This design comes from an exercise in tuning for small area, a short achievable clock period and few clock cycles on the open sky130 flow, not from production work. Function was not checked in any run shown here: the RTL went through the layout flow alone.

==> flow/design.v (outline; a module is shown in full before it is edited, if it fits) <==
// module CONVCOR: 856 lines
// module CONVCOR_fa: 6 lines
// module CONVCOR_ha: 6 lines
module CONVCOR(
        clk,
        rst_n,
        in_valid,
        in_a,
        in_b,
        in_mode,
        out_valid,
        out
);
  // ...
==> flow/flow/run.sh <==
#!/bin/bash
# Standard ORFS layout, with repair_timing aiming for extra setup slack so the
# layout is sized for a shorter period than the 12 ns constraint, plain
# buffers on the ports, larger clock sink clusters and no dummy clock loads.
set -euo pipefail
bash standard.sh SETUP_SLACK_MARGIN=9.0 \
  "BUFFER_PORTS_ARGS=-buffer_cell sky130_fd_sc_hd__buf_1" \
  "CTS_ARGS=-sink_clustering_enable -repair_clock_nets -dont_use_dummy_load -sink_clustering_size 24 -sink_clustering_max_diameter 150" \
  finish > flow_standard.log 2>&1
==> flow/standard.sh <==
#!/bin/bash
# synth_recipe.tcl (not shown) runs the flow's synth.tcl, then flattens the netlist and writes it again
# the make line also repeats each setting of config.mk as NAME=value (left out here)
make -C /OpenROAD-flow-scripts/flow DESIGN_CONFIG=/design/flow/config.mk WORK_HOME=/design/flow/orfs CLKGATE_MAP_FILE= SYNTH_SCRIPT=/design/flow/synth_recipe.tcl "${@:-finish}"
==> flow/config.mk <==
export PLATFORM = sky130hd
export DESIGN_NAME = CONVCOR
export DESIGN_NICKNAME = CONVCOR
export VERILOG_FILES = /design/flow/design.v
export SDC_FILE = /design/flow/constraint.sdc
export NUM_CORES = 4
export LEC_CHECK = 0
export CAP_MARGIN = 20
export CORE_MARGIN = 2
export CORE_UTILIZATION = 40
export SLEW_MARGIN = 20
export SYNTH_HIERARCHICAL = 1
==> flow/constraint.sdc <==
create_clock -name core_clock -period 12.0 [get_ports {clk}]
set_input_delay 2.4000 -clock core_clock [delete_from_list [all_inputs] [get_ports {clk}]]
set_output_delay 2.4000 -clock core_clock [all_outputs]
set_load 0.01 [all_outputs]
==> out/qor.yml, run 1 <==
multi_input_cells: 848
cts-buffers-inserted: 13
netlist-cell-type-count: 48
final_cell_count_no_fill: 1926
clk_pin_slew_worst_paths_ps: 100
timing.rr.end: "ti_p9_1"
use_met3_pct: 3.88
largest_register_ffs: 36
synthArstFlopShare_pct: 0
synth_cells: 1213
grt_overflow: 0
status: "finished clean"
hold_viol: 0
path_class: "reg2out"
grt_pass1_wl_um: 56500
crit_buf_inv: 1
critPathLaunchType: "flop"
dp.cells: 1748
crit_path_end: "out[19]"
synthSimpleGateAreaFrac_pct: 12.0
synth_fp_nets: 1565
critPathMaxStageDelay_ps: 360
fmax_ghz: 0.299
worstSetupStartpoint: "out[19]"
yosys_warnings: 7
nFlopsAndLatches: 235
==> inputs of run 2 (changes only) <==
--- a/flow/design.v
+++ b/flow/design.v
@@ -279,197 +279,141 @@
 wire tra_193, tra_194;
 CONVCOR_fa u_tra_193 (.a(tra_161), .b(tra_158), .c(tra_163), .s(tra_193), .co(tra_194));
 wire tra_195, tra_196;
 CONVCOR_fa u_tra_195 (.a(tra_165), .b(tra_167), .c(tra_162), .s(tra_195), .co(tra_196));
 wire tra_197, tra_198;
 CONVCOR_fa u_tra_197 (.a(tra_169), .b(tra_171), .c(tra_166), .s(tra_197), .co(tra_198));
 wire tra_199, tra_200;
 CONVCOR_fa u_tra_199 (.a(~(ar[7] & br[7])), .b(~(ai[7] & bx[7])), .c(tra_170), .s(tra_199), .co(tra_200));
-reg tr_p0_0, tr_p0_1, tr_p0_2, tr_p1_0, tr_p1_1, tr_p1_2, tr_p2_0, tr_p2_1, tr_p2_2, tr_p3_0, tr_p3_1, tr_p3_2, tr_p4_0, tr_p4_1, tr_p4_2, tr_p5_0, tr_p5_1, tr_p5_2, tr_p6_0, tr_p6_1, tr_p6_2, tr_p7_0, tr_p7_1, tr_p7_2, tr_p8_0, tr_p8_1, tr_p8_2, tr_p9_0, tr_p9_1, tr_p9_2, tr_p10_0, tr_p10_1, tr_p10_2, tr_p11_0, tr_p11_1, tr_p11_2, tr_p12_0, tr_p12_1, tr_p12_2, tr_p13_0, tr_p13_1, tr_p13_2, tr_p14_0, tr_p14_1, tr_p14_2, tr_p15_0;
+wire tra_201, tra_202;
+CONVCOR_fa u_tra_201 (.a(~(ar[0] & br[0])), .b(~(ai[0] & bx[0])), .c(~cr[0]), .s(tra_201), .co(tra_202));
+wire tra_203, tra_204;
+CONVCOR_fa u_tra_203 (.a(~cr[1]), .b(tra_123), .c(tra_173), .s(tra_203), .co(tra_204));
+wire tra_205, tra_206;
+CONVCOR_fa u_tra_205 (.a(tra_124), .b(tra_174), .c(tra_175), .s(tra_205), .co(tra_206));
+wire tra_207, tra_208;
+CONVCOR_fa u_tra_207 (.a(tra_131), .b(tra_177), .c(tra_176), .s(tra_207), .co(tra_208));
+wire tra_209, tra_210;
+CONVCOR_fa u_tra_209 (.a(tra_132), .b(tra_178), .c(tra_179), .s(tra_209), .co(tra_210));
+wire tra_211, tra_212;
+CONVCOR_fa u_tra_211 (.a(tra_139), .b(tra_181), .c(tra_180), .s(tra_211), .co(tra_212));
+wire tra_213, tra_214;
+CONVCOR_fa u_tra_213 (.a(tra_140), .b(tra_182), .c(tra_183), .s(tra_213), .co(tra_214));
+wire tra_215, tra_216;
+CONVCOR_fa u_tra_215 (.a(tra_168), .b(tra_197), .c(tra_196), .s(tra_215), .co(tra_216));
+wire tra_217, tra_218;
+CONVCOR_fa u_tra_217 (.a(tra_172), .b(tra_199), .c(tra_198), .s(tra_217), .co(tra_218));
+reg tr_p0_0, tr_p1_0, tr_p1_1, tr_p2_0, tr_p2_1, tr_p3_0, tr_p3_1, tr_p4_0, tr_p4_1, tr_p5_0, tr_p5_1, tr_p6_0, tr_p6_1, tr_p7_0, tr_p7_1, tr_p7_2, tr_p7_3, tr_p8_0, tr_p8_1, tr_p8_2, tr_p9_0, tr_p9_1, tr_p9_2, tr_p10_0, tr_p10_1, tr_p10_2, tr_p11_0, tr_p11_1, tr_p11_2, tr_p12_0, tr_p12_1, tr_p12_2, tr_p13_0, tr_p14_0, tr_p14_1, tr_p15_0, tr_p15_1;
 always @(posedge clk) begin
-    tr_p0_0 <= ~(ar[0] & br[0]);
-    tr_p0_1 <= ~(ai[0] & bx[0]);
-    tr_p0_2 <= ~cr[0];
-    tr_p1_0 <= ~cr[1];
-    tr_p1_1 <= tra_123;
-    tr_p1_2 <= tra_173;
-    tr_p2_0 <= tra_124;
-    tr_p2_1 <= tra_175;
-    tr_p2_2 <= tra_174;
-    tr_p3_0 <= tra_131;
-    tr_p3_1 <= tra_177;
-    tr_p3_2 <= tra_176;
-    tr_p4_0 <= tra_132;
-    tr_p4_1 <= tra_179;
-    tr_p4_2 <= tra_178;
-    tr_p5_0 <= tra_139;
-    tr_p5_1 <= tra_181;
-    tr_p5_2 <= tra_180;
-    tr_p6_0 <= tra_140;
-    tr_p6_1 <= tra_183;
-    tr_p6_2 <= tra_182;
+    tr_p0_0 <= tra_201;
+    tr_p1_0 <= tra_202;
+    tr_p1_1 <= tra_203;
+    tr_p2_0 <= tra_204;
+    tr_p2_1 <= tra_205;
+    tr_p3_0 <= tra_206;
+    tr_p3_1 <= tra_207;
+    tr_p4_0 <= tra_208;
+    tr_p4_1 <= tra_209;
+    tr_p5_0 <= tra_210;
+    tr_p5_1 <= tra_211;
+    tr_p6_0 <= tra_212;
+    tr_p6_1 <= tra_213;
     tr_p7_0 <= tra_147;
     tr_p7_1 <= tra_185;
     tr_p7_2 <= tra_184;
+    tr_p7_3 <= tra_214;
     tr_p8_0 <= tra_148;
-    tr_p8_1 <= tra_187;
-    tr_p8_2 <= tra_186;
+    tr_p8_1 <= tra_186;
+    tr_p8_2 <= tra_187;
     tr_p9_0 <= tra_152;
     tr_p9_1 <= tra_189;
     tr_p9_2 <= tra_188;
     tr_p10_0 <= tra_156;
     tr_p10_1 <= tra_191;
     tr_p10_2 <= tra_190;
     tr_p11_0 <= tra_160;
     tr_p11_1 <= tra_193;
     tr_p11_2 <= tra_192;
     tr_p12_0 <= tra_164;
     tr_p12_1 <= tra_195;
     tr_p12_2 <= tra_194;
-    tr_p13_0 <= tra_168;
-    tr_p13_1 <= tra_197;
-    tr_p13_2 <= tra_196;
-    tr_p14_0 <= tra_172;
-    tr_p14_1 <= tra_199;
-    tr_p14_2 <= tra_198;
+    tr_p13_0 <= tra_215;
+    tr_p14_0 <= tra_217;
+    tr_p14_1 <= tra_216;
     tr_p15_0 <= tra_200;
+    tr_p15_1 <= tra_218;
 end
-wire trb_1 = ~(tr_p0_0 ^ tr_p0_1);
-wire trb_2 = tr_p0_0 | tr_p0_1;
-wire trb_3, trb_4;
-CONVCOR_fa u_trb_3 (.a(tr_p1_0), .b(tr_p1_1), .c(tr_p1_2), .s(trb_3), .co(trb_4));
-wire trb_5, trb_6;
-CONVCOR_fa u_trb_5 (.a(tr_p2_0), .b(tr_p2_1), .c(tr_p2_2), .s(trb_5), .co(trb_6));
-wire trb_7, trb_8;
-CONVCOR_fa u_trb_7 (.a(tr_p3_0), .b(tr_p3_1), .c(tr_p3_2), .s(trb_7), .co(trb_8));
-wire trb_9, trb_10;
-CONVCOR_fa u_trb_9 (.a(tr_p4_0), .b(tr_p4_1), .c(tr_p4_2), .s(trb_9), .co(trb_10));
-wire trb_11, trb_12;
-CONVCOR_fa u_trb_11 (.a(tr_p5_0), .b(tr_p5_1), .c(tr_p5_2), .s(trb_11), .co(trb_12));
-wire trb_13, trb_14;
-CONVCOR_fa u_trb_13 (.a(tr_p6_0), .b(tr_p6_1), .c(tr_p6_2), .s(trb_13), .co(trb_14));
+wire trb_1 = ~(tr_p7_0 ^ tr_p7_1);
+wire trb_2 = tr_p7_0 | tr_p7_1;
+wire trb_3 = ~(tr_p8_0 ^ tr_p8_1);
+wire trb_4 = tr_p8_0 | tr_p8_1;
+wire trb_5 = ~(tr_p9_0 ^ tr_p9_1);
+wire trb_6 = tr_p9_0 | tr_p9_1;
+wire trb_7 = ~(tr_p10_0 ^ tr_p10_1);
+wire trb_8 = tr_p10_0 | tr_p10_1;
+wire trb_9 = ~(tr_p11_0 ^ tr_p11_1);
+wire trb_10 = tr_p11_0 | tr_p11_1;
+wire trb_11 = ~(tr_p12_0 ^ tr_p12_1);
+wire trb_12 = tr_p12_0 | tr_p12_1;
+wire trb_13 = ~(tr_p7_2 ^ tr_p7_3);
+wire trb_14 = tr_p7_2 | tr_p7_3;
 wire trb_15, trb_16;
-CONVCOR_fa u_trb_15 (.a(tr_p7_0), .b(tr_p7_1), .c(tr_p7_2), .s(trb_15), .co(trb_16));
+CONVCOR_fa u_trb_15 (.a(tr_p8_2), .b(~acc_r[8]), .c(trb_3), .s(trb_15), .co(trb_16));
 wire trb_17, trb_18;
-CONVCOR_fa u_trb_17 (.a(tr_p8_0), .b(tr_p8_1), .c(tr_p8_2), .s(trb_17), .co(trb_18));
+CONVCOR_fa u_trb_17 (.a(tr_p9_2), .b(~acc_r[9]), .c(trb_5), .s(trb_17), .co(trb_18));
 wire trb_19, trb_20;
-CONVCOR_fa u_trb_19 (.a(tr_p9_0), .b(tr_p9_1), .c(tr_p9_2), .s(trb_19), .co(trb_20));
+CONVCOR_fa u_trb_19 (.a(tr_p10_2), .b(~acc_r[10]), .c(trb_7), .s(trb_19), .co(trb_20));
 wire trb_21, trb_22;
-CONVCOR_fa u_trb_21 (.a(tr_p10_0), .b(tr_p10_1), .c(tr_p10_2), .s(trb_21), .co(trb_22));
+CONVCOR_fa u_trb_21 (.a(tr_p11_2), .b(~acc_r[11]), .c(trb_9), .s(trb_21), .co(trb_22));
 wire trb_23, trb_24;
-CONVCOR_fa u_trb_23 (.a(tr_p11_0), .b(tr_p11_1), .c(tr_p11_2), .s(trb_23), .co(trb_24));
-wire trb_25, trb_26;
-CONVCOR_fa u_trb_25 (.a(tr_p12_0), .b(tr_p12_1), .c(tr_p12_2), .s(trb_25), .co(trb_26));
-wire trb_27, trb_28;
-CONVCOR_fa u_trb_27 (.a(tr_p13_0), .b(tr_p13_1), .c(tr_p13_2), .s(trb_27), .co(trb_28));
-wire trb_29, trb_30;
-CONVCOR_fa u_trb_29 (.a(tr_p14_0), .b(tr_p14_1), .c(tr_p14_2), .s(trb_29), .co(trb_30));
-wire trb_31 = ~(tr_p0_2 ^ ~acc_r[0]);
-wire trb_32 = tr_p0_2 | ~acc_r[0];
+CONVCOR_fa u_trb_23 (.a(tr_p12_2), .b(~acc_r[12]), .c(trb_11), .s(trb_23), .co(trb_24));
+wire trb_25 = ~(tr_p13_0 ^ ~acc_r[13]);
+wire trb_26 = tr_p13_0 | ~acc_r[13];
+wire trb_27 = ~(tr_p14_0 ^ tr_p14_1);
+wire trb_28 = tr_p14_0 | tr_p14_1;
+wire trb_29 = ~(tr_p15_0 ^ tr_p15_1);
+wire trb_30 = tr_p15_0 | tr_p15_1;
+wire trb_31 = ~(tr_p1_0 ^ tr_p1_1);
+wire trb_32 = tr_p1_0 | tr_p1_1;
 wire trb_33, trb_34;
-CONVCOR_fa u_trb_33 (.a(~acc_r[1]), .b(trb_3), .c(trb_2), .s(trb_33), .co(trb_34));
+CONVCOR_fa u_trb_33 (.a(tr_p2_0), .b(tr_p2_1), .c(~acc_r[2]), .s(trb_33), .co(trb_34));
 wire trb_35, trb_36;
-CONVCOR_fa u_trb_35 (.a(~acc_r[2]), .b(trb_5), .c(trb_4), .s(trb_35), .co(trb_36));
+CONVCOR_fa u_trb_35 (.a(tr_p3_0), .b(tr_p3_1), .c(~acc_r[3]), .s(trb_35), .co(trb_36));
 wire trb_37, trb_38;
-CONVCOR_fa u_trb_37 (.a(~acc_r[3]), .b(trb_7), .c(trb_6), .s(trb_37), .co(trb_38));
+CONVCOR_fa u_trb_37 (.a(tr_p4_0), .b(tr_p4_1), .c(~acc_r[4]), .s(trb_37), .co(trb_38));
 wire trb_39, trb_40;
-CONVCOR_fa u_trb_39 (.a(~acc_r[4]), .b(trb_9), .c(trb_8), .s(trb_39), .co(trb_40));
+CONVCOR_fa u_trb_39 (.a(tr_p5_0), .b(tr_p5_1), .c(~acc_r[5]), .s(trb_39), .co(trb_40));
 wire trb_41, trb_42;
-CONVCOR_fa u_trb_41 (.a(~acc_r[5]), .b(trb_11), .c(trb_10), .s(trb_41), .co(trb_42));
+CONVCOR_fa u_trb_41 (.a(tr_p6_0), .b(tr_p6_1), .c(~acc_r[6]), .s(trb_41), .co(trb_42));
 wire trb_43, trb_44;
-CONVCOR_fa u_trb_43 (.a(~acc_r[6]), .b(trb_13), .c(trb_12), .s(trb_43), .co(trb_44));
+CONVCOR_fa u_trb_43 (.a(~acc_r[7]), .b(trb_1), .c(trb_13), .s(trb_43), .co(trb_44));
 wire trb_45, trb_46;
-CONVCOR_fa u_trb_45 (.a(~acc_r[7]), .b(trb_15), .c(trb_14), .s(trb_45), .co(trb_46));
+CONVCOR_fa u_trb_45 (.a(trb_2), .b(trb_14), .c(trb_15), .s(trb_45), .co(trb_46));
 wire trb_47, trb_48;
-CONVCOR_fa u_trb_47 (.a(~acc_r[8]), .b(trb_17), .c(trb_16), .s(trb_47), .co(trb_48));
+CONVCOR_fa u_trb_47 (.a(trb_4), .b(trb_17), .c(trb_16), .s(trb_47), .co(trb_48));
 wire trb_49, trb_50;
-CONVCOR_fa u_trb_49 (.a(~acc_r[9]), .b(trb_19), .c(trb_18), .s(trb_49), .co(trb_50));
+CONVCOR_fa u_trb_49 (.a(trb_6), .b(trb_19), .c(trb_18), .s(trb_49), .co(trb_50));
 wire trb_51, trb_52;
-CONVCOR_fa u_trb_51 (.a(~acc_r[10]), .b(trb_21), .c(trb_20), .s(trb_51), .co(trb_52));
+CONVCOR_fa u_trb_51 (.a(trb_8), .b(trb_21), .c(trb_20), .s(trb_51), .co(trb_52));
 wire trb_53, trb_54;
-CONVCOR_fa u_trb_53 (.a(~acc_r[11]), .b(trb_23), .c(trb_22), .s(trb_53), .co(trb_54));
+CONVCOR_fa u_trb_53 (.a(trb_10), .b(trb_23), .c(trb_22), .s(trb_53), .co(trb_54));
 wire trb_55, trb_56;
-CONVCOR_fa u_trb_55 (.a(~acc_r[12]), .b(trb_25), .c(trb_24), .s(trb_55), .co(trb_56));
+CONVCOR_fa u_trb_55 (.a(trb_12), .b(trb_25), .c(trb_24), .s(trb_55), .co(trb_56));
 wire trb_57, trb_58;
-CONVCOR_fa u_trb_57 (.a(~acc_r[13]), .b(trb_27), .c(trb_26), .s(trb_57), .co(trb_58));
+CONVCOR_fa u_trb_57 (.a(~acc_r[14]), .b(trb_27), .c(trb_26), .s(trb_57), .co(trb_58));
 wire trb_59, trb_60;
-CONVCOR_fa u_trb_59 (.a(~acc_r[14]), .b(trb_29), .c(trb_28), .s(trb_59), .co(trb_60));
+CONVCOR_fa u_trb_59 (.a(~acc_r[15]), .b(trb_29), .c(trb_28), .s(trb_59), .co(trb_60));
 wire trb_61, trb_62;
-CONVCOR_fa u_trb_61 (.a(tr_p15_0), .b(~acc_r[15]), .c(trb_30), .s(trb_61), .co(trb_62));
-wire trb_63 = ~(~acc_r[16]);
-wire trb_64 = ~acc_r[16];
-wire trb_65 = ~(~acc_r[17]);
-wire trb_66 = ~acc_r[17];
-wire [17:0] nr_x = {trb_65, trb_63, trb_61, trb_59, trb_57, trb_55, trb_53, trb_51, trb_49, trb_47, trb_45, trb_43, trb_41, trb_39, trb_37, trb_35, trb_33, trb_1};
-wire [17:0] nr_y = {trb_64, trb_62, trb_60, trb_58, trb_56, trb_54, trb_52, trb_50, trb_48, trb_46, trb_44, trb_42, trb_40, trb_38, trb_36, trb_34, trb_32, trb_31};
-wire [17:0] nr_g = nr_x & nr_y;
-wire [17:0] nr_p = nr_x ^ nr_y;
-wire nr_G1 = nr_g[0] | (nr_p[0] & 1'b1);
-wire nr_P1 = nr_p[0] & 1'b0;
-wire nr_G2 = nr_g[2] | (nr_p[2] & nr_g[1]);
-wire nr_P2 = nr_p[2] & nr_p[1];
-wire nr_G3 = nr_g[4] | (nr_p[4] & nr_g[3]);
-wire nr_P3 = nr_p[4] & nr_p[3];
-wire nr_G4 = nr_g[6] | (nr_p[6] & nr_g[5]);
-wire nr_P4 = nr_p[6] & nr_p[5];
-wire nr_G5 = nr_g[8] | (nr_p[8] & nr_g[7]);
-wire nr_P5 = nr_p[8] & nr_p[7];
-wire nr_G6 = nr_g[10] | (nr_p[10] & nr_g[9]);
-wire nr_P6 = nr_p[10] & nr_p[9];
-wire nr_G7 = nr_g[12] | (nr_p[12] & nr_g[11]);
-wire nr_P7 = nr_p[12] & nr_p[11];
-wire nr_G8 = nr_g[14] | (nr_p[14] & nr_g[13]);
-wire nr_P8 = nr_p[14] & nr_p[13];
-wire nr_G9 = nr_g[16] | (nr_p[16] & nr_g[15]);
-wire nr_P9 = nr_p[16] & nr_p[15];
-wire nr_G10 = nr_G2 | (nr_P2 & nr_G1);
-wire nr_P10 = nr_P2 & nr_P1;
-wire nr_G11 = nr_G4 | (nr_P4 & nr_G3);
-wire nr_P11 = nr_P4 & nr_P3;
-wire nr_G12 = nr_G6 | (nr_P6 & nr_G5);
-wire nr_P12 = nr_P6 & nr_P5;
-wire nr_G13 = nr_G8 | (nr_P8 & nr_G7);
-wire nr_P13 = nr_P8 & nr_P7;
-wire nr_G14 = nr_G11 | (nr_P11 & nr_G10);
-wire nr_P14 = nr_P11 & nr_P10;
-wire nr_G15 = nr_G13 | (nr_P13 & nr_G12);
-wire nr_P15 = nr_P13 & nr_P12;
-wire nr_G16 = nr_G15 | (nr_P15 & nr_G14);
-wire nr_P16 = nr_P15 & nr_P14;
-wire nr_G17 = nr_G12 | (nr_P12 & nr_G14);
-wire nr_P17 = nr_P12 & nr_P14;
-wire nr_G18 = nr_G3 | (nr_P3 & nr_G10);
-wire nr_P18 = nr_P3 & nr_P10;
-wire nr_G19 = nr_G5 | (nr_P5 & nr_G14);
-wire nr_P19 = nr_P5 & nr_P14;
-wire nr_G20 = nr_G7 | (nr_P7 & nr_G17);
-wire nr_P20 = nr_P7 & nr_P17;
-wire nr_G21 = nr_G9 | (nr_P9 & nr_G16);
-wire nr_P21 = nr_P9 & nr_P16;
-wire nr_G22 = nr_g[1] | (nr_p[1] & nr_G1);
-wire nr_P22 = nr_p[1] & nr_P1;
-wire nr_G23 = nr_g[3] | (nr_p[3] & nr_G10);
-wire nr_P23 = nr_p[3] & nr_P10;
-wire nr_G24 = nr_g[5] | (nr_p[5] & nr_G18);
-wire nr_P24 = nr_p[5] & nr_P18;
-wire nr_G25 = nr_g[7] | (nr_p[7] & nr_G14);
-wire nr_P25 = nr_p[7] & nr_P14;
-wire nr_G26 = nr_g[9] | (nr_p[9] & nr_G19);
-wire nr_P26 = nr_p[9] & nr_P19;
-wire nr_G27 = nr_g[11] | (nr_p[11] & nr_G17);
-wire nr_P27 = nr_p[11] & nr_P17;
-wire nr_G28 = nr_g[13] | (nr_p[13] & nr_G20);
-wire nr_P28 = nr_p[13] & nr_P20;
-wire nr_G29 = nr_g[15] | (nr_p[15] & nr_G16);
-wire nr_P29 = nr_p[15] & nr_P16;
-wire nr_G30 = nr_g[17] | (nr_p[17] & nr_G21);
-wire nr_P30 = nr_p[17] & nr_P21;
-wire [17:0] nr_c = {nr_G21, nr_G29, nr_G16, nr_G28, nr_G20, nr_G27, nr_G17, nr_G26, nr_G19, nr_G25, nr_G14, nr_G24, nr_G18, nr_G23, nr_G10, nr_G22, nr_G1, 1'b1};
-wire [17:0] nr = ~(nr_p ^ nr_c);
+CONVCOR_ha u_trb_61 (.a(~acc_r[16]), .b(trb_30), .s(trb_61), .co(trb_62));
+wire trb_63 = ~(~acc_r[17]);
+wire trb_64 = ~acc_r[17];
+wire [17:0] nr_x = {trb_63, trb_61, trb_59, trb_57, trb_55, trb_53, trb_51, trb_49, trb_47, trb_45, trb_43, trb_41, trb_39, trb_37, trb_35, trb_33, ~acc_r[1], tr_p0_0};
+wire [17:0] nr_y = {trb_62, trb_60, trb_58, trb_56, trb_54, trb_52, trb_50, trb_48, trb_46, trb_44, trb_42, trb_40, trb_38, trb_36, trb_34, trb_32, trb_31, ~acc_r[0]};
+wire [17:0] nr = ~(nr_x + nr_y + 18'd1);    
 wire tia_1, tia_2;
 CONVCOR_fa u_tia_1 (.a(~(ai[0] & br[6])), .b(~(ai[1] & br[5])), .c(~(ai[2] & br[4])), .s(tia_1), .co(tia_2));
 wire tia_3, tia_4;
 CONVCOR_fa u_tia_3 (.a((ai[0] & br[7])), .b(~(ai[1] & br[6])), .c(~(ai[2] & br[5])), .s(tia_3), .co(tia_4));
 wire tia_5, tia_6;
 CONVCOR_fa u_tia_5 (.a(~(ai[3] & br[4])), .b(~(ai[4] & br[3])), .c(~(ai[5] & br[2])), .s(tia_5), .co(tia_6));
 wire tia_7, tia_8;
 CONVCOR_fa u_tia_7 (.a(~(ai[6] & br[1])), .b((ai[7] & br[0])), .c((ar[0] & by[7])), .s(tia_7), .co(tia_8));
@@ -660,197 +604,141 @@
 wire tia_193, tia_194;
 CONVCOR_fa u_tia_193 (.a(tia_161), .b(tia_158), .c(tia_163), .s(tia_193), .co(tia_194));
 wire tia_195, tia_196;
 CONVCOR_fa u_tia_195 (.a(tia_165), .b(tia_167), .c(tia_162), .s(tia_195), .co(tia_196));
 wire tia_197, tia_198;
 CONVCOR_fa u_tia_197 (.a(tia_169), .b(tia_171), .c(tia_166), .s(tia_197), .co(tia_198));
 wire tia_199, tia_200;
 CONVCOR_fa u_tia_199 (.a(~(ai[7] & br[7])), .b(~(ar[7] & by[7])), .c(tia_170), .s(tia_199), .co(tia_200));
-reg ti_p0_0, ti_p0_1, ti_p0_2, ti_p1_0, ti_p1_1, ti_p1_2, ti_p2_0, ti_p2_1, ti_p2_2, ti_p3_0, ti_p3_1, ti_p3_2, ti_p4_0, ti_p4_1, ti_p4_2, ti_p5_0, ti_p5_1, ti_p5_2, ti_p6_0, ti_p6_1, ti_p6_2, ti_p7_0, ti_p7_1, ti_p7_2, ti_p8_0, ti_p8_1, ti_p8_2, ti_p9_0, ti_p9_1, ti_p9_2, ti_p10_0, ti_p10_1, ti_p10_2, ti_p11_0, ti_p11_1, ti_p11_2, ti_p12_0, ti_p12_1, ti_p12_2, ti_p13_0, ti_p13_1, ti_p13_2, ti_p14_0, ti_p14_1, ti_p14_2, ti_p15_0;
+wire tia_201, tia_202;
+CONVCOR_fa u_tia_201 (.a(~(ai[0] & br[0])), .b(~(ar[0] & by[0])), .c(~ci[0]), .s(tia_201), .co(tia_202));
+wire tia_203, tia_204;
+CONVCOR_fa u_tia_203 (.a(~ci[1]), .b(tia_123), .c(tia_173), .s(tia_203), .co(tia_204));
+wire tia_205, tia_206;
+CONVCOR_fa u_tia_205 (.a(tia_124), .b(tia_174), .c(tia_175), .s(tia_205), .co(tia_206));
+wire tia_207, tia_208;
+CONVCOR_fa u_tia_207 (.a(tia_131), .b(tia_177), .c(tia_176), .s(tia_207), .co(tia_208));
+wire tia_209, tia_210;
+CONVCOR_fa u_tia_209 (.a(tia_132), .b(tia_178), .c(tia_179), .s(tia_209), .co(tia_210));
+wire tia_211, tia_212;
+CONVCOR_fa u_tia_211 (.a(tia_139), .b(tia_181), .c(tia_180), .s(tia_211), .co(tia_212));
+wire tia_213, tia_214;
+CONVCOR_fa u_tia_213 (.a(tia_140), .b(tia_182), .c(tia_183), .s(tia_213), .co(tia_214));
+wire tia_215, tia_216;
+CONVCOR_fa u_tia_215 (.a(tia_168), .b(tia_197), .c(tia_196), .s(tia_215), .co(tia_216));
+wire tia_217, tia_218;
+CONVCOR_fa u_tia_217 (.a(tia_172), .b(tia_199), .c(tia_198), .s(tia_217), .co(tia_218));
+reg ti_p0_0, ti_p1_0, ti_p1_1, ti_p2_0, ti_p2_1, ti_p3_0, ti_p3_1, ti_p4_0, ti_p4_1, ti_p5_0, ti_p5_1, ti_p6_0, ti_p6_1, ti_p7_0, ti_p7_1, ti_p7_2, ti_p7_3, ti_p8_0, ti_p8_1, ti_p8_2, ti_p9_0, ti_p9_1, ti_p9_2, ti_p10_0, ti_p10_1, ti_p10_2, ti_p11_0, ti_p11_1, ti_p11_2, ti_p12_0, ti_p12_1, ti_p12_2, ti_p13_0, ti_p14_0, ti_p14_1, ti_p15_0, ti_p15_1;
 always @(posedge clk) begin
-    ti_p0_0 <= ~(ai[0] & br[0]);
-    ti_p0_1 <= ~(ar[0] & by[0]);
-    ti_p0_2 <= ~ci[0];
-    ti_p1_0 <= ~ci[1];
-    ti_p1_1 <= tia_123;
-    ti_p1_2 <= tia_173;
-    ti_p2_0 <= tia_124;
-    ti_p2_1 <= tia_175;
-    ti_p2_2 <= tia_174;
-    ti_p3_0 <= tia_131;
-    ti_p3_1 <= tia_177;
-    ti_p3_2 <= tia_176;
-    ti_p4_0 <= tia_132;
-    ti_p4_1 <= tia_179;
-    ti_p4_2 <= tia_178;
-    ti_p5_0 <= tia_139;
-    ti_p5_1 <= tia_181;
-    ti_p5_2 <= tia_180;
-    ti_p6_0 <= tia_140;
-    ti_p6_1 <= tia_183;
-    ti_p6_2 <= tia_182;
+    ti_p0_0 <= tia_201;
+    ti_p1_0 <= tia_202;
+    ti_p1_1 <= tia_203;
+    ti_p2_0 <= tia_204;
+    ti_p2_1 <= tia_205;
+    ti_p3_0 <= tia_206;
+    ti_p3_1 <= tia_207;
+    ti_p4_0 <= tia_208;
+    ti_p4_1 <= tia_209;
+    ti_p5_0 <= tia_210;
+    ti_p5_1 <= tia_211;
+    ti_p6_0 <= tia_212;
+    ti_p6_1 <= tia_213;
     ti_p7_0 <= tia_147;
     ti_p7_1 <= tia_185;
     ti_p7_2 <= tia_184;
+    ti_p7_3 <= tia_214;
     ti_p8_0 <= tia_148;
-    ti_p8_1 <= tia_187;
-    ti_p8_2 <= tia_186;
+    ti_p8_1 <= tia_186;
+    ti_p8_2 <= tia_187;
     ti_p9_0 <= tia_152;
     ti_p9_1 <= tia_189;
     ti_p9_2 <= tia_188;
     ti_p10_0 <= tia_156;
     ti_p10_1 <= tia_191;
     ti_p10_2 <= tia_190;
     ti_p11_0 <= tia_160;
     ti_p11_1 <= tia_193;
     ti_p11_2 <= tia_192;
     ti_p12_0 <= tia_164;
     ti_p12_1 <= tia_195;
     ti_p12_2 <= tia_194;
-    ti_p13_0 <= tia_168;
-    ti_p13_1 <= tia_197;
-    ti_p13_2 <= tia_196;
-    ti_p14_0 <= tia_172;
-    ti_p14_1 <= tia_199;
-    ti_p14_2 <= tia_198;
+    ti_p13_0 <= tia_215;
+    ti_p14_0 <= tia_217;
+    ti_p14_1 <= tia_216;
     ti_p15_0 <= tia_200;
+    ti_p15_1 <= tia_218;
 end
-wire tib_1 = ~(ti_p0_0 ^ ti_p0_1);
-wire tib_2 = ti_p0_0 | ti_p0_1;
-wire tib_3, tib_4;
-CONVCOR_fa u_tib_3 (.a(ti_p1_0), .b(ti_p1_1), .c(ti_p1_2), .s(tib_3), .co(tib_4));
-wire tib_5, tib_6;
-CONVCOR_fa u_tib_5 (.a(ti_p2_0), .b(ti_p2_1), .c(ti_p2_2), .s(tib_5), .co(tib_6));
-wire tib_7, tib_8;
-CONVCOR_fa u_tib_7 (.a(ti_p3_0), .b(ti_p3_1), .c(ti_p3_2), .s(tib_7), .co(tib_8));
-wire tib_9, tib_10;
-CONVCOR_fa u_tib_9 (.a(ti_p4_0), .b(ti_p4_1), .c(ti_p4_2), .s(tib_9), .co(tib_10));
-wire tib_11, tib_12;
-CONVCOR_fa u_tib_11 (.a(ti_p5_0), .b(ti_p5_1), .c(ti_p5_2), .s(tib_11), .co(tib_12));
-wire tib_13, tib_14;
-CONVCOR_fa u_tib_13 (.a(ti_p6_0), .b(ti_p6_1), .c(ti_p6_2), .s(tib_13), .co(tib_14));
+wire tib_1 = ~(ti_p7_0 ^ ti_p7_1);
+wire tib_2 = ti_p7_0 | ti_p7_1;
+wire tib_3 = ~(ti_p8_0 ^ ti_p8_1);
+wire tib_4 = ti_p8_0 | ti_p8_1;
+wire tib_5 = ~(ti_p9_0 ^ ti_p9_1);
+wire tib_6 = ti_p9_0 | ti_p9_1;
+wire tib_7 = ~(ti_p10_0 ^ ti_p10_1);
+wire tib_8 = ti_p10_0 | ti_p10_1;
+wire tib_9 = ~(ti_p11_0 ^ ti_p11_1);
+wire tib_10 = ti_p11_0 | ti_p11_1;
+wire tib_11 = ~(ti_p12_0 ^ ti_p12_1);
+wire tib_12 = ti_p12_0 | ti_p12_1;
+wire tib_13 = ~(ti_p7_2 ^ ti_p7_3);
+wire tib_14 = ti_p7_2 | ti_p7_3;
 wire tib_15, tib_16;
-CONVCOR_fa u_tib_15 (.a(ti_p7_0), .b(ti_p7_1), .c(ti_p7_2), .s(tib_15), .co(tib_16));
+CONVCOR_fa u_tib_15 (.a(ti_p8_2), .b(~acc_i[8]), .c(tib_3), .s(tib_15), .co(tib_16));
 wire tib_17, tib_18;
-CONVCOR_fa u_tib_17 (.a(ti_p8_0), .b(ti_p8_1), .c(ti_p8_2), .s(tib_17), .co(tib_18));
+CONVCOR_fa u_tib_17 (.a(ti_p9_2), .b(~acc_i[9]), .c(tib_5), .s(tib_17), .co(tib_18));
 wire tib_19, tib_20;
-CONVCOR_fa u_tib_19 (.a(ti_p9_0), .b(ti_p9_1), .c(ti_p9_2), .s(tib_19), .co(tib_20));
+CONVCOR_fa u_tib_19 (.a(ti_p10_2), .b(~acc_i[10]), .c(tib_7), .s(tib_19), .co(tib_20));
 wire tib_21, tib_22;
-CONVCOR_fa u_tib_21 (.a(ti_p10_0), .b(ti_p10_1), .c(ti_p10_2), .s(tib_21), .co(tib_22));
+CONVCOR_fa u_tib_21 (.a(ti_p11_2), .b(~acc_i[11]), .c(tib_9), .s(tib_21), .co(tib_22));
 wire tib_23, tib_24;
-CONVCOR_fa u_tib_23 (.a(ti_p11_0), .b(ti_p11_1), .c(ti_p11_2), .s(tib_23), .co(tib_24));
-wire tib_25, tib_26;
-CONVCOR_fa u_tib_25 (.a(ti_p12_0), .b(ti_p12_1), .c(ti_p12_2), .s(tib_25), .co(tib_26));
-wire tib_27, tib_28;
-CONVCOR_fa u_tib_27 (.a(ti_p13_0), .b(ti_p13_1), .c(ti_p13_2), .s(tib_27), .co(tib_28));
-wire tib_29, tib_30;
-CONVCOR_fa u_tib_29 (.a(ti_p14_0), .b(ti_p14_1), .c(ti_p14_2), .s(tib_29), .co(tib_30));
-wire tib_31 = ~(ti_p0_2 ^ ~acc_i[0]);
-wire tib_32 = ti_p0_2 | ~acc_i[0];
+CONVCOR_fa u_tib_23 (.a(ti_p12_2), .b(~acc_i[12]), .c(tib_11), .s(tib_23), .co(tib_24));
+wire tib_25 = ~(ti_p13_0 ^ ~acc_i[13]);
+wire tib_26 = ti_p13_0 | ~acc_i[13];
+wire tib_27 = ~(ti_p14_0 ^ ti_p14_1);
+wire tib_28 = ti_p14_0 | ti_p14_1;
+wire tib_29 = ~(ti_p15_0 ^ ti_p15_1);
+wire tib_30 = ti_p15_0 | ti_p15_1;
+wire tib_31 = ~(ti_p1_0 ^ ti_p1_1);
+wire tib_32 = ti_p1_0 | ti_p1_1;
 wire tib_33, tib_34;
-CONVCOR_fa u_tib_33 (.a(~acc_i[1]), .b(tib_3), .c(tib_2), .s(tib_33), .co(tib_34));
+CONVCOR_fa u_tib_33 (.a(ti_p2_0), .b(ti_p2_1), .c(~acc_i[2]), .s(tib_33), .co(tib_34));
 wire tib_35, tib_36;
-CONVCOR_fa u_tib_35 (.a(~acc_i[2]), .b(tib_5), .c(tib_4), .s(tib_35), .co(tib_36));
+CONVCOR_fa u_tib_35 (.a(ti_p3_0), .b(ti_p3_1), .c(~acc_i[3]), .s(tib_35), .co(tib_36));
 wire tib_37, tib_38;
-CONVCOR_fa u_tib_37 (.a(~acc_i[3]), .b(tib_7), .c(tib_6), .s(tib_37), .co(tib_38));
+CONVCOR_fa u_tib_37 (.a(ti_p4_0), .b(ti_p4_1), .c(~acc_i[4]), .s(tib_37), .co(tib_38));
 wire tib_39, tib_40;
-CONVCOR_fa u_tib_39 (.a(~acc_i[4]), .b(tib_9), .c(tib_8), .s(tib_39), .co(tib_40));
+CONVCOR_fa u_tib_39 (.a(ti_p5_0), .b(ti_p5_1), .c(~acc_i[5]), .s(tib_39), .co(tib_40));
 wire tib_41, tib_42;
-CONVCOR_fa u_tib_41 (.a(~acc_i[5]), .b(tib_11), .c(tib_10), .s(tib_41), .co(tib_42));
+CONVCOR_fa u_tib_41 (.a(ti_p6_0), .b(ti_p6_1), .c(~acc_i[6]), .s(tib_41), .co(tib_42));
 wire tib_43, tib_44;
-CONVCOR_fa u_tib_43 (.a(~acc_i[6]), .b(tib_13), .c(tib_12), .s(tib_43), .co(tib_44));
+CONVCOR_fa u_tib_43 (.a(~acc_i[7]), .b(tib_1), .c(tib_13), .s(tib_43), .co(tib_44));
 wire tib_45, tib_46;
-CONVCOR_fa u_tib_45 (.a(~acc_i[7]), .b(tib_15), .c(tib_14), .s(tib_45), .co(tib_46));
+CONVCOR_fa u_tib_45 (.a(tib_2), .b(tib_14), .c(tib_15), .s(tib_45), .co(tib_46));
 wire tib_47, tib_48;
-CONVCOR_fa u_tib_47 (.a(~acc_i[8]), .b(tib_17), .c(tib_16), .s(tib_47), .co(tib_48));
+CONVCOR_fa u_tib_47 (.a(tib_4), .b(tib_17), .c(tib_16), .s(tib_47), .co(tib_48));
 wire tib_49, tib_50;
-CONVCOR_fa u_tib_49 (.a(~acc_i[9]), .b(tib_19), .c(tib_18), .s(tib_49), .co(tib_50));
+CONVCOR_fa u_tib_49 (.a(tib_6), .b(tib_19), .c(tib_18), .s(tib_49), .co(tib_50));
 wire tib_51, tib_52;
-CONVCOR_fa u_tib_51 (.a(~acc_i[10]), .b(tib_21), .c(tib_20), .s(tib_51), .co(tib_52));
+CONVCOR_fa u_tib_51 (.a(tib_8), .b(tib_21), .c(tib_20), .s(tib_51), .co(tib_52));
 wire tib_53, tib_54;
-CONVCOR_fa u_tib_53 (.a(~acc_i[11]), .b(tib_23), .c(tib_22), .s(tib_53), .co(tib_54));
+CONVCOR_fa u_tib_53 (.a(tib_10), .b(tib_23), .c(tib_22), .s(tib_53), .co(tib_54));
 wire tib_55, tib_56;
-CONVCOR_fa u_tib_55 (.a(~acc_i[12]), .b(tib_25), .c(tib_24), .s(tib_55), .co(tib_56));
+CONVCOR_fa u_tib_55 (.a(tib_12), .b(tib_25), .c(tib_24), .s(tib_55), .co(tib_56));
 wire tib_57, tib_58;
-CONVCOR_fa u_tib_57 (.a(~acc_i[13]), .b(tib_27), .c(tib_26), .s(tib_57), .co(tib_58));
+CONVCOR_fa u_tib_57 (.a(~acc_i[14]), .b(tib_27), .c(tib_26), .s(tib_57), .co(tib_58));
 wire tib_59, tib_60;
-CONVCOR_fa u_tib_59 (.a(~acc_i[14]), .b(tib_29), .c(tib_28), .s(tib_59), .co(tib_60));
+CONVCOR_fa u_tib_59 (.a(~acc_i[15]), .b(tib_29), .c(tib_28), .s(tib_59), .co(tib_60));
 wire tib_61, tib_62;
-CONVCOR_fa u_tib_61 (.a(ti_p15_0), .b(~acc_i[15]), .c(tib_30), .s(tib_61), .co(tib_62));
-wire tib_63 = ~(~acc_i[16]);
-wire tib_64 = ~acc_i[16];
-wire tib_65 = ~(~acc_i[17]);
-wire tib_66 = ~acc_i[17];
-wire [17:0] ni_x = {tib_65, tib_63, tib_61, tib_59, tib_57, tib_55, tib_53, tib_51, tib_49, tib_47, tib_45, tib_43, tib_41, tib_39, tib_37, tib_35, tib_33, tib_1};
-wire [17:0] ni_y = {tib_64, tib_62, tib_60, tib_58, tib_56, tib_54, tib_52, tib_50, tib_48, tib_46, tib_44, tib_42, tib_40, tib_38, tib_36, tib_34, tib_32, tib_31};
-wire [17:0] ni_g = ni_x & ni_y;
-wire [17:0] ni_p = ni_x ^ ni_y;
-wire ni_G1 = ni_g[0] | (ni_p[0] & 1'b1);
-wire ni_P1 = ni_p[0] & 1'b0;
-wire ni_G2 = ni_g[2] | (ni_p[2] & ni_g[1]);
-wire ni_P2 = ni_p[2] & ni_p[1];
-wire ni_G3 = ni_g[4] | (ni_p[4] & ni_g[3]);
-wire ni_P3 = ni_p[4] & ni_p[3];
-wire ni_G4 = ni_g[6] | (ni_p[6] & ni_g[5]);
-wire ni_P4 = ni_p[6] & ni_p[5];
-wire ni_G5 = ni_g[8] | (ni_p[8] & ni_g[7]);
-wire ni_P5 = ni_p[8] & ni_p[7];
-wire ni_G6 = ni_g[10] | (ni_p[10] & ni_g[9]);
-wire ni_P6 = ni_p[10] & ni_p[9];
-wire ni_G7 = ni_g[12] | (ni_p[12] & ni_g[11]);
-wire ni_P7 = ni_p[12] & ni_p[11];
-wire ni_G8 = ni_g[14] | (ni_p[14] & ni_g[13]);
-wire ni_P8 = ni_p[14] & ni_p[13];
-wire ni_G9 = ni_g[16] | (ni_p[16] & ni_g[15]);
-wire ni_P9 = ni_p[16] & ni_p[15];
-wire ni_G10 = ni_G2 | (ni_P2 & ni_G1);
-wire ni_P10 = ni_P2 & ni_P1;
-wire ni_G11 = ni_G4 | (ni_P4 & ni_G3);
-wire ni_P11 = ni_P4 & ni_P3;
-wire ni_G12 = ni_G6 | (ni_P6 & ni_G5);
-wire ni_P12 = ni_P6 & ni_P5;
-wire ni_G13 = ni_G8 | (ni_P8 & ni_G7);
-wire ni_P13 = ni_P8 & ni_P7;
-wire ni_G14 = ni_G11 | (ni_P11 & ni_G10);
-wire ni_P14 = ni_P11 & ni_P10;
-wire ni_G15 = ni_G13 | (ni_P13 & ni_G12);
-wire ni_P15 = ni_P13 & ni_P12;
-wire ni_G16 = ni_G15 | (ni_P15 & ni_G14);
-wire ni_P16 = ni_P15 & ni_P14;
-wire ni_G17 = ni_G12 | (ni_P12 & ni_G14);
-wire ni_P17 = ni_P12 & ni_P14;
-wire ni_G18 = ni_G3 | (ni_P3 & ni_G10);
-wire ni_P18 = ni_P3 & ni_P10;
-wire ni_G19 = ni_G5 | (ni_P5 & ni_G14);
-wire ni_P19 = ni_P5 & ni_P14;
-wire ni_G20 = ni_G7 | (ni_P7 & ni_G17);
-wire ni_P20 = ni_P7 & ni_P17;
-wire ni_G21 = ni_G9 | (ni_P9 & ni_G16);
-wire ni_P21 = ni_P9 & ni_P16;
-wire ni_G22 = ni_g[1] | (ni_p[1] & ni_G1);
-wire ni_P22 = ni_p[1] & ni_P1;
-wire ni_G23 = ni_g[3] | (ni_p[3] & ni_G10);
-wire ni_P23 = ni_p[3] & ni_P10;
-wire ni_G24 = ni_g[5] | (ni_p[5] & ni_G18);
-wire ni_P24 = ni_p[5] & ni_P18;
-wire ni_G25 = ni_g[7] | (ni_p[7] & ni_G14);
-wire ni_P25 = ni_p[7] & ni_P14;
-wire ni_G26 = ni_g[9] | (ni_p[9] & ni_G19);
-wire ni_P26 = ni_p[9] & ni_P19;
-wire ni_G27 = ni_g[11] | (ni_p[11] & ni_G17);
-wire ni_P27 = ni_p[11] & ni_P17;
-wire ni_G28 = ni_g[13] | (ni_p[13] & ni_G20);
-wire ni_P28 = ni_p[13] & ni_P20;
-wire ni_G29 = ni_g[15] | (ni_p[15] & ni_G16);
-wire ni_P29 = ni_p[15] & ni_P16;
-wire ni_G30 = ni_g[17] | (ni_p[17] & ni_G21);
-wire ni_P30 = ni_p[17] & ni_P21;
-wire [17:0] ni_c = {ni_G21, ni_G29, ni_G16, ni_G28, ni_G20, ni_G27, ni_G17, ni_G26, ni_G19, ni_G25, ni_G14, ni_G24, ni_G18, ni_G23, ni_G10, ni_G22, ni_G1, 1'b1};
-wire [17:0] ni = ~(ni_p ^ ni_c);
+CONVCOR_ha u_tib_61 (.a(~acc_i[16]), .b(tib_30), .s(tib_61), .co(tib_62));
+wire tib_63 = ~(~acc_i[17]);
+wire tib_64 = ~acc_i[17];
+wire [17:0] ni_x = {tib_63, tib_61, tib_59, tib_57, tib_55, tib_53, tib_51, tib_49, tib_47, tib_45, tib_43, tib_41, tib_39, tib_37, tib_35, tib_33, ~acc_i[1], ti_p0_0};
+wire [17:0] ni_y = {tib_62, tib_60, tib_58, tib_56, tib_54, tib_52, tib_50, tib_48, tib_46, tib_44, tib_42, tib_40, tib_38, tib_36, tib_34, tib_32, tib_31, ~acc_i[0]};
+wire [17:0] ni = ~(ni_x + ni_y + 18'd1);    
 always @(posedge clk) begin
     if (!rst_n)
         out_valid <= 1'b0;
     else
         out_valid <= ov2;
     out <= {nr, ni};
 end
 endmodule
==> flow/flow/run.sh (replaced) <==
#!/bin/bash
# Standard ORFS layout, with repair_timing aiming for extra setup slack so the
# layout is sized for a shorter period than the 12 ns constraint, plain
# buffers on the ports, and no dummy clock-tree loads.
set -euo pipefail
bash standard.sh SETUP_SLACK_MARGIN=8.7 \
  "BUFFER_PORTS_ARGS=-buffer_cell sky130_fd_sc_hd__buf_1" \
  "CTS_ARGS=-sink_clustering_enable -repair_clock_nets -dont_use_dummy_load" \
  finish > flow_standard.log 2>&1
==> run 2 against run 1 <==
- clock-buffer cell count grew 14
- clock skew grew 40 ps
- maximum frequency shrank 1.8%
- flip-flop and latch count shrank 18
- non-clock buffer count shrank 21
- routed wire length grew 8.6%
- critical endpoint is now out[16]
==> out/qor.yml, run 2 <==
multiInputGateArea_mm2: 0.00999
ys_ff_latch: 217
dp.cells: 1927  # +10%
grt_overflow: 0  # unchanged
crit_chain: "buf_6"
finish.utilization_pct: 49.2
cts_root_buf: "clkbuf_16"
clk_latency_ps: 560
rsz0062_at_grt: "yes"
synth_edf_count: 97
area_growth_pct: 20.6
status: "finished clean"
crit_path_end: "out[16]"
finalMaxSlewViolations: 0
rows: 72
fmax_ghz: 0.294  # -1.8%
numPortBuffers: 72
final_cell_count_no_fill: 2097  # +8.9%
synth_area_leaders: "fa_1 30%, edfxtp_1 18%, dfxtp_1 15%"
critPathMaxStageDelay_ps: 340  # -20 ps
final_net_count: 1937
hold_buffers: 0
hold_viol: 0  # unchanged
rr_worst_depth: 8
drt-initial-drc-count: 647
min_period_ps: 3410
yosysMostFrequentCell: "fa_1"
synth_cells: 1390  # +15%
coreArea_mm2: 0.0389
drtAntennaViolNets: 0
worstPathRequired_ps: 9600
grt_max_degree: 26
clk_pin_slew_worst_paths_ps: 60  # -40 ps
filler_cell_count: 3566
fin_ws_ps: 8590
cpMaxStageDelayCell: "dfxtp_2"
netlist-cell-type-count: 58  # +21%
cp.depth: 1
critPathLaunchType: "flop"
slew-limit-headroom_pct: 30.7
rrSetupSlack_ps: 8610
wirelength_um: 38600
syn-cell-area_mm2: 0.0159
ioPinCount: 73
cp-end-kind: "output pin"
place_ws_ps: 8110
yosysSeqAreaShare_pct: 33.5
crit_buf_inv: 1  # unchanged
grt_antenna_before_repair: 0
drc: 0
cp_max_fo: 2
initial_core_util_pct: 40.8
crit_arrival_ps: 1010
insertedDiodeCount: 0
grt_pass1_vias: 11600
die_height_um: 203
die_w_um: 203
grt_pass1_wl_um: 61800  # +9.4%
yosys.area.top_type: "fa_1"
mostFrequentLayoutCell: "fa_1"
yosys_warnings: 7  # unchanged
top_usage_layer: "met2"
setup_violations: 0
die_area_mm2: 0.0413
yosysTopAreaCellShare_pct: 30.0
cts_tree: "built"
cts_buffer_depth: 3
syn_avg_cell_area_um2: 11.4
gr-usage-all-layers_pct: 19.2
place_hpwl_um: 24900
grt_use_met2_pct: 31.4
synthArstFlopShare_pct: 0  # unchanged
clock-sinks: 217
tightest_slew_ps: 1040
timing.rr.end: "ti_p8_2"
cap_viol_max_count: 0
skew_ps: 58.9
fin_hold_ws_ps: 334
htree_levels: 1
r2r_start: "xb[8]"
use_met3_pct: 3.10  # -0.78 points
met1_usage_pct: 26.5
largest_register: "out"
wl_per_cell_um: 18.4
vias: 10700
layout_common_cells: "224 x fa_1, 205 x nand2_1, 138 x inv_1"
fin_crit_sh_pct: 28.4
cts-buffers-inserted: 27  # +14
firstDrtPassIters: 5
largest_register_ffs: 36  # unchanged
drive_above_1_share_pct: 22.2
place.gp.congestion: 0.832
crit_family: "flip-flops"
synthFlopType: "dfxtp_1"
path_class: "reg2out"
hold_class: "reg2reg"
synth_fp_nets: 1746  # +12%
worstSetupStartpoint: "out[16]"
viasPerCell: 5.11
finalSetupTns_ps: 0
ff_latch_area_mm2: 0.00537
synth_common_cells: "238 x fa_1, 207 x nand2_1, 138 x inv_1"
==> run 2: cell count changes in the layout (fill, tap and decap cells not counted), sizes merged, moves of 5 or more <==
cell	delta
inv	+62
clkbuf	+14
a21oi	+21
xnor2	+5
nor2	+7
buf	-22
nand3	+6
o311ai	+6
mux2	+16
ha	+20
fa	-16
dfxtp	-18
nor3	+13
==> run 2: modules after synthesis, one instance, submodules excluded <==
| module | area (um^2) | cells |
|---|---|---|
| CONVCOR | 11100 | 1148 |
| CONVCOR_fa | 20.0 | 1 |
| CONVCOR_ha | 12.5 | 1 |
==> run 2: repair_timing <==
| action | 4_1_cts | 5_1_grt |
|---|---|---|
| setup buffers | 127 | 14 |
| gates resized for setup | 134 | 37 |
| setup endpoints to repair | 78 | 62 |
| endpoints found under the hold margin | 0 | 0 |
| pin swaps | 13 | 18 |
| cloned | 1 | 1 |
==> run 2: per-stage QoR <==
| stage | area [um^2] |
|---|---|
| floorplan | 15900 |
| CTS | 18800 |
| global route | 19100 |
| finish | 19100 |
| detailed placement | 16600 |
| global placement | 16600 |
==> run 2: kinds of logic after synthesis <==
logic type | share of synthesized area [%]
buffers and inverters | 4.97
adder cells (fa/ha/maj) | 36.5
XOR/XNOR | 1.88
AND/OR/NAND/NOR | 13.1
multiplexers | 4.28
AO/OA/AOI/OAI | 5.72
flip-flops | 33.5
==> run 2: area by class of cell <==
type	count	share of cell area [%]
multi-input combinational	975	52.2
sequential	217	28.0
timing repair buffer	222	10.1
clock buffer	27	3.53
tap	518	3.39
inverter	138	2.71
==> run 2: worst min path at each step <==
| stage | startpoint | endpoint | slack [ps] | cells after the start |
|---|---|---|---|---|
| floorplan | acc | acc2 | 310 | 0 |
| global placement | acc | acc2 | 310 | 0 |
| detailed placement | acc | acc2 | 330 | 0 |
| CTS | acc | acc2 | 340 | 0 |
| global route | acc | acc2 | 350 | 0 |
| finish | acc | acc2 | 330 | 0 |
==> run 2: layer usage <==
layer / part of all wire [%] / up-vias / wire length [um]
li1: - / 4870 / -
met1: 44 / 5446 / 17100
met2: 47 / 330 / 18300
met3: 5.6 / 67 / 2170
met4: 2.5 / 0 / 968
met5: 0 / - / 0

## separate check: timing with driven ports
The flow's constraints put no driver on any port. The routed layouts listed below were extracted and timed again, unchanged, in two steps.
Step 1 sets driving cells, clkbuf_16 on the clock port and buf_2 on the other inputs (assumed; they add their load-dependent delay and slew).
Step 2 also shifts input and output timing later by t, the mid clock arrival at the registers, as if the neighbouring blocks saw the same clock.
Three values: ideal ports, drivers, drivers and shift; two values: the first two.
run	t, ns	slack for setup (ns)	hold slack, ns	latest minus earliest clock arrival (ns)	worst register clock-pin slew, ns
run 1	0.525	8.656 / 8.607 / 8.636	0.376 / 0.376 / 0.376	0.019 / 0.020	0.10 / 0.10
run 2	0.580	8.594 / 8.540 / 8.327	0.334 / 0.334 / 0.334	0.060 / 0.059	0.06 / 0.06
After both steps every run listed still meets setup and hold. The setup slack of run 2, which loses most, moves by -0.054 ns with the drivers and by -0.267 ns with both steps.
